What follows belongs to an exercise in optimizing a design on an open flow for small area, a short achievable clock period and few clock cycles per item; a production flow would make more cautious choices. At most, simulation tests tie the RTL to the original design; equivalence was not proved. The flow treats the clock pin as an ideal source. Dropping or thinning the clock tree relies on that and would not hold on a real chip. Power and IR drop assume default switching activity.

## R
==> module functions, before the edit <==
module functions(input clk,
                 input rst,
                 input [7:0] a,
                 input [7:0] b,
                 input start,
                 output wire [9:0] out,
                 output wire busy
                );
    localparam J = 5;
    wire [6:1] t;
    cbrt root(.a(b), .t(t));
    wire [J+1:0] lo;
    adder #(.J(J)) sum(.A(a), .T(t), .S(lo));
    reg       a0_q;
    reg [J-1:0] lo_q;
    reg [1:0] c_q;
    reg [7:J] ahi_q;
    always @(posedge clk)
        if (rst) begin
            a0_q  <= 1'b0;
            lo_q  <= 0;
            c_q   <= 2'd0;
            ahi_q <= 0;
        end else if (start) begin
            a0_q  <= a[0];
            lo_q  <= lo[J-1:0];
            c_q   <= lo[J+1:J];
            ahi_q <= a[7:J];
        end
    wire [8-J:0] hi = ahi_q + ahi_q[7:J+1] + c_q;
    assign out  = {hi, lo_q, a0_q};
    assign busy = 1'b0;
endmodule
export LEC_CHECK = 0
export CAP_MARGIN = 20
export CORE_AREA = 4 4 66 66
export DIE_AREA = 0 0 70 70
export SLEW_MARGIN = 20
create_clock -name core_clock -period 5.5 [get_ports {clk}]
standard.sh (not shown) runs the stock make flow with config.mk's settings and CLKGATE_MAP_FILE= SYNTH_SCRIPT=/design/flow/synth_recipe.tcl, a recipe that flattens the netlist after the stock synthesis.
==> flow/flow/run.sh <==
#!/bin/bash
# The standard layout (standard.sh), with three changes:
#  - synthesis maps the logic with its own delay-driven ABC script
#    (flow/abc.script) and leaves adders to ABC instead of ORFS's
#    full/half-adder cells;
#  - the port buffers are the smallest buffer instead of the resizer's
#    default pick (a slow delay buffer);
#  - the clock tree is one buffer (flow/post_cts.tcl).
set -euo pipefail
here=$(pwd)
cat flow/abc_wrap.tcl synth_recipe.tcl > own_synth.tcl
export MY_ABC_SCRIPT=$here/flow/abc.script
export MY_ABC_D=1000
bash standard.sh SYNTH_SCRIPT=$here/own_synth.tcl ADDER_MAP_FILE= \
  BUFFER_PORTS_ARGS="-buffer_cell sky130_fd_sc_hd__buf_1" \
  CTS_ARGS="-sink_clustering_enable -repair_clock_nets -dont_use_dummy_load -buf_list sky130_fd_sc_hd__clkbuf_4 -root_buf sky130_fd_sc_hd__clkbuf_4" \
  POST_CTS_TCL=$here/flow/post_cts.tcl \
  finish > orfs_flow.log 2>&1
Other scripts of this flow, unchanged in this note and not shown: flow/flow/abc.script, flow/flow/abc_wrap.tcl, flow/flow/post_cts.tcl
R ended with every stage complete and zero timing, DRC or antenna violations.
Testbench counts of R, summed over its fixed seeds: cycles 800, items 800.
The following lists how Q was set up differently from R:
--- a/flow/design.v
+++ b/flow/design.v
@@ -30,27 +30,42 @@
                  output wire busy
                 );
-    localparam J = 5;
+    localparam J = 4;
+    localparam W = 9 - J;
     wire [6:1] t;
     cbrt root(.a(b), .t(t));
     wire [J+1:0] lo;
     adder #(.J(J)) sum(.A(a), .T(t), .S(lo));
-    reg       a0_q;
+    wire [1:0] c = lo[J+1:J];
+    wire [W-1:0] v = a[7:J] + a[7:J+1];
+    reg         a0_q;
     reg [J-1:0] lo_q;
-    reg [1:0] c_q;
-    reg [7:J] ahi_q;
+    reg         sj_q;
+    reg         u_q;
+    reg [W-1:1] v_q;
     always @(posedge clk)
         if (rst) begin
-            a0_q  <= 1'b0;
-            lo_q  <= 0;
-            c_q   <= 2'd0;
-            ahi_q <= 0;
+            a0_q <= 1'b0;
+            lo_q <= 0;
+            sj_q <= 1'b0;
+            u_q  <= 1'b0;
+            v_q  <= 0;
         end else if (start) begin
-            a0_q  <= a[0];
-            lo_q  <= lo[J-1:0];
-            c_q   <= lo[J+1:J];
-            ahi_q <= a[7:J];
+            a0_q <= a[0];
+            lo_q <= lo[J-1:0];
+            sj_q <= v[0] ^ c[0];
+            u_q  <= c[1] | (c[0] & v[0]);
+            v_q  <= v[W-1:1];
         end
-    wire [8-J:0] hi = ahi_q + ahi_q[7:J+1] + c_q;
-    assign out  = {hi, lo_q, a0_q};
+    reg [W-1:1] hi;
+    reg ones;
+    integer i;
+    always @(*) begin
+        ones = u_q;
+        for (i = 1; i < W; i = i + 1) begin
+            hi[i] = v_q[i] ^ ones;
+            ones = ones & v_q[i];
+        end
+    end
+    assign out  = {hi, sj_q, lo_q, a0_q};
     assign busy = 1'b0;
 endmodule
- Q: all stages complete, timing, DRC and antenna checks passed
- Logic gate share of total power: Q vs R up 1.9 points
- Q ended with more per-instance average area after synthesis than R.
- Where fmax is concerned, R is better than Q.
- Note that the via count of the first global-routing pass recorded for R amounts to 0.879 times the value seen in Q.
- R → Q: clock share of power decreased 0.4 points; area after synthesis went up by 10%; remaining global-route overflow shows no meaningful change.
- After detailed routing, R needs less wire than Q.
- Per the comparison of Q with R, worst hold slack now sits lower, register area now sits at about the same level, first-pass GRT wire length now sits higher, number of antenna violations at the first check in global routing now sits at about the same level.
Only the layout flow was run in Q; the RTL was not checked for function there.

========
The RTL this note starts from:
==> flow/design.v <==
`timescale 1ns / 1ps
module adder #(parameter J = 5)
             (input wire [7:0] A,
              input wire [6:1] T,
              output wire [J+1:0] S
             );
    wire [2:0] r = {T[4], (T[2] & ~T[4]) | T[6],
                    (T[1] & ~T[2]) | (T[3] & ~T[4]) | (T[5] & ~T[6])};
    assign S = A[J-1:0] + A[J:1] + r;
endmodule
`timescale 1ns / 1ps
`timescale 1ns / 1ps
module cbrt(input [7:0] a,
            output [6:1] t
            );
    assign t[1] = |a;                                               
    assign t[2] = |a[7:3];                                          
    assign t[3] = |a[7:5] | (a[4] & a[3] & (a[2] | (a[1] & a[0])));  
    assign t[4] = a[7] | a[6];                                      
    assign t[5] = a[7] | (&a[6:2] & (a[1] | a[0]));                 
    assign t[6] = a[7] & a[6] & (a[5] | (a[4] & a[3]));             
endmodule
`timescale 1ns / 1ps
module functions(input clk,
                 input rst,
                 input [7:0] a,
                 input [7:0] b,
                 input start,
                 output wire [9:0] out,
                 output wire busy
                );
    localparam J = 5;
    localparam W = 9 - J;
    wire [6:1] t;
    cbrt root(.a(b), .t(t));
    wire [J+1:0] lo;
    adder #(.J(J)) sum(.A(a), .T(t), .S(lo));
    wire [1:0] c = lo[J+1:J];
    wire [W-1:0] v = a[7:J] + a[7:J+1];
    reg         a0_q;
    reg [J-1:0] lo_q;
    reg         sj_q;
    reg         u_q;
    reg [W-1:1] v_q;
    always @(posedge clk)
        if (rst) begin
            a0_q <= 1'b0;
            lo_q <= 0;
            sj_q <= 1'b0;
            u_q  <= 1'b0;
            v_q  <= 0;
        end else if (start) begin
            a0_q <= a[0];
            lo_q <= lo[J-1:0];
            sj_q <= v[0] ^ c[0];
            u_q  <= c[1] | (c[0] & v[0]);
            v_q  <= v[W-1:1];
        end
    reg [W-1:1] hi;
    reg ones;
    integer i;
    always @(*) begin
        ones = u_q;
        for (i = 1; i < W; i = i + 1) begin
            hi[i] = v_q[i] ^ ones;
            ones = ones & v_q[i];
        end
    end
    assign out  = {hi, sj_q, lo_q, a0_q};
    assign busy = 1'b0;
endmodule
Settings: LEC_CHECK=0, CAP_MARGIN=20, CORE_AREA=4 4 66 66, DIE_AREA=0 0 70 70, SLEW_MARGIN=20; clock period 5.5 ns.
==> flow/flow/abc.script <==
strash
dch
map -D 1000
topo
stime -c
buffer -c
upsize -c -D 1000
dnsize -c -D 1000
==> flow/flow/abc_wrap.tcl <==
# Runs Yosys's abc with this flow's own ABC script (flow/abc.script) and
# delay target in place of ORFS's; everything else in the synthesis is
# the standard script, which this file is put in front of.
proc abc {args} {
  set i [lsearch -exact $args -script]
  if {$i >= 0} { set args [lreplace $args $i [expr {$i + 1}] -script $::env(MY_ABC_SCRIPT)] }
  set i [lsearch -exact $args -D]
  if {$i >= 0} { set args [lreplace $args $i [expr {$i + 1}]] }
  lappend args -D $::env(MY_ABC_D)
  puts "abc (own script): $args"
  yosys abc {*}$args
}
==> flow/flow/post_cts.tcl <==
# After CTS: the clock tree TritonCTS builds for this small design is a root
# buffer feeding two leaf buffers. Drive every clock sink from the root
# buffer instead and remove the leaf buffers, so the clock port feeds one
# buffer and that buffer feeds all the flip-flops.
set block [ord::get_db_block]
set clk_port_net [$block findNet clk]
set root ""
foreach it [$clk_port_net getITerms] {
  if {[$it isInputSignal] || [[$it getMTerm] getIoType] eq "INPUT"} {
    set root [$it getInst]
  }
}
if {$root eq ""} { error "post_cts: no buffer on the clock port" }
set root_out ""
foreach it [$root getITerms] {
  if {[[$it getMTerm] getIoType] eq "OUTPUT"} { set root_out [$it getNet] }
}
puts "post_cts: root buffer [$root getName] drives [$root_out getName]"
set leaves {}
foreach it [$root_out getITerms] {
  set inst [$it getInst]
  if {$inst eq $root} { continue }
  if {[string match "*clkbuf*" [[$inst getMaster] getName]]} { lappend leaves $inst }
}
foreach leaf $leaves {
  set out ""
  foreach it [$leaf getITerms] {
    if {[[$it getMTerm] getIoType] eq "OUTPUT"} { set out [$it getNet] }
  }
  set sinks {}
  foreach it [$out getITerms] {
    if {[$it getInst] ne $leaf} { lappend sinks $it }
  }
  foreach it $sinks {
    $it disconnect
    $it connect $root_out
  }
  puts "post_cts: removed [$leaf getName], [llength $sinks] sinks moved to [$root_out getName]"
  odb::dbInst_destroy $leaf
  odb::dbNet_destroy $out
}
Scripts as last shown in full above: flow/flow/run.sh
Next try:
--- a/flow/design.v
+++ b/flow/design.v
@@ -27,11 +27,11 @@
                  input [7:0] b,
                  input start,
                  output wire [9:0] out,
                  output wire busy
                 );
-    localparam J = 5;
+    localparam J = 3;
     localparam W = 9 - J;
     wire [6:1] t;
     cbrt root(.a(b), .t(t));
     wire [J+1:0] lo;
     adder #(.J(J)) sum(.A(a), .T(t), .S(lo));
Result:
- final area went down by 13%
- via count fell by 20%
- die area does not change
- synthesized cell count is lower by 17%
- setup slack is better by 96 ps
- synthesized area fell by 14%
- global-route usage went down by 1.9 points
- register-to-register slack improved by 20 ps
- power is lower by 9.1%
- cell count went down by 13%
- worst hold slack improves by 81 ps
No run of this note included a check of the RTL's function; only the layout flow was run.

========
## before
Another version of the RTL of functions (not shown whole).
For scale: roughly 140 cells after synthesis, about 30 I/O pins, about 980 µm² of cells after synthesis.
==> module functions, before the edit <==
module functions(input clk,
                 input rst,
                 input [7:0] a,
                 input [7:0] b,
                 input start,
                 output wire [9:0] out,
                 output wire busy
                );
    localparam J = 4;
    localparam W = 9 - J;
    wire [6:1] t;
    cbrt root(.a(b), .t(t));
    wire [J+1:0] lo;
    adder #(.J(J)) sum(.A(a), .T(t), .S(lo));
    wire [W-1:0] v = a[7:J] + a[7:J+1];
    reg         a0_q;
    reg [J-1:0] lo_q;
    reg [1:0]   c_q;
    reg [W-1:0] v_q;
    always @(posedge clk)
        if (rst) begin
            a0_q <= 1'b0;
            lo_q <= 0;
            c_q  <= 2'd0;
            v_q  <= 0;
        end else if (start) begin
            a0_q <= a[0];
            lo_q <= lo[J-1:0];
            c_q  <= lo[J+1:J];
            v_q  <= v;
        end
    reg [W-1:0] hi;
    reg ones0, ones1;
    integer i;
    always @(*) begin
        ones0 = 1'b1;
        ones1 = 1'b1;
        for (i = 0; i < W; i = i + 1) begin
            hi[i] = v_q[i] ^ ((c_q[0] & ones0) | (c_q[1] & ones1 & (i > 0)));
            ones0 = ones0 & v_q[i];
            if (i > 0) ones1 = ones1 & v_q[i];
        end
    end
    assign out  = {hi, lo_q, a0_q};
    assign busy = 1'b0;
endmodule
Settings: LEC_CHECK=0, CAP_MARGIN=20, CORE_AREA=4 4 66 66, DIE_AREA=0 0 70 70, SLEW_MARGIN=20; clock period 5.5 ns.
==> flow/flow/run.sh <==
#!/bin/bash
# The standard layout (standard.sh), with two changes:
#  - synthesis maps the logic with its own delay-driven ABC script
#    (flow/abc.script) and leaves adders to ABC instead of ORFS's
#    full/half-adder cells;
#  - the port buffers are the smallest buffer instead of the resizer's
#    default pick (a slow delay buffer).
set -euo pipefail
here=$(pwd)
cat flow/abc_wrap.tcl synth_recipe.tcl > own_synth.tcl
export MY_ABC_SCRIPT=$here/flow/abc.script
export MY_ABC_D=1000
bash standard.sh SYNTH_SCRIPT=$here/own_synth.tcl ADDER_MAP_FILE= \
  BUFFER_PORTS_ARGS="-buffer_cell sky130_fd_sc_hd__buf_1" finish > orfs_flow.log 2>&1
Scripts as last shown in full above: flow/flow/abc.script, flow/flow/abc_wrap.tcl
The following lists how after was set up differently from before:
diff --git a/flow/design.v b/flow/design.v
--- a/flow/design.v
+++ b/flow/design.v
@@ -26,13 +26,13 @@
                  input [7:0] a,
                  input [7:0] b,
                  input start,
                  output wire [9:0] out,
                  output wire busy
                 );
-    localparam J = 4;
+    localparam J = 5;
     localparam W = 9 - J;
     wire [6:1] t;
     cbrt root(.a(b), .t(t));
     wire [J+1:0] lo;
     adder #(.J(J)) sum(.A(a), .T(t), .S(lo));
     wire [W-1:0] v = a[7:J] + a[7:J+1];
### Flow results
Re power in the clock group: before and after aren't equal, and the higher value belongs to before. A combinational family with the most area after synthesis of compound AO/OA/AOI/OAI gates is what after shows, while simple AND/OR/NAND/NOR gates belongs to before. Comparing before and after, first-pass GRT wire length is lower on before. The post-route cell area in after sits 0.97% above the value recorded for before. Re required time of the critical path: after is 1.19 ns up on before. Of the two values seen for critical path start-end classification, input port to flop was produced by after and flop to output port by before. Between after and before, the clock slew seen by the registers of the worst setup and hold paths figures differ only marginally. Comparing before and after, the lower achievable frequency is on before. On after: power after layout is about 1% higher than what before gave. In the metrics for before and after, the one carrying the higher part of the power in combinational logic is after. Re power spent charging and discharging nets: before and after aren't equal, and the lower value belongs to before. Sort before and after by post-route clock period utilization, ascending, and after comes first. Looking at met3 wire length, after sits 190% above before.
Function was not checked in any run of this note: the RTL went through the layout flow alone.

## port drivers added, routing unchanged
No port has a modelled driver above. Below, the same layouts with a new extraction and two added sets of constraints.
Step 1 assumes that a clkbuf_16 drives the clock port and a buf_2 every other input.
Step 2 times the ports against the registers' clock, not the clock port: input delays grow and output delays shrink by t, the midpoint of the rising clock arrivals with the driver on.
a / b / c = ideal ports / drivers / drivers and shift; a / b = the first two.
run | t (ns) | setup slack, ns | worst slew at a driven data input, ns | cell pins on the clock port's net
R | 0.186 | 3.031 / 3.012 / 2.953 | 0.03 | 1
Q | 0.189 | 2.988 / 2.984 / 2.796 | 0.03 | 1
the first run of note 2 | 0.182 | 2.985 / 2.981 / 2.799 | 0.03 | 1
the second run of note 2 | 0.186 | 3.081 / 3.062 / 2.991 | 0.03 | 1
before | 0.261 | 2.983 / 2.961 / 3.062 | 0.03 | 1
after | 0.255 | 3.049 / 3.048 / 2.793 | 0.03 | 1
After both steps setup and hold are still met in every run listed. For after, which loses most, drivers alone change the setup slack by -0.001 ns; drivers and shift together by -0.256 ns.
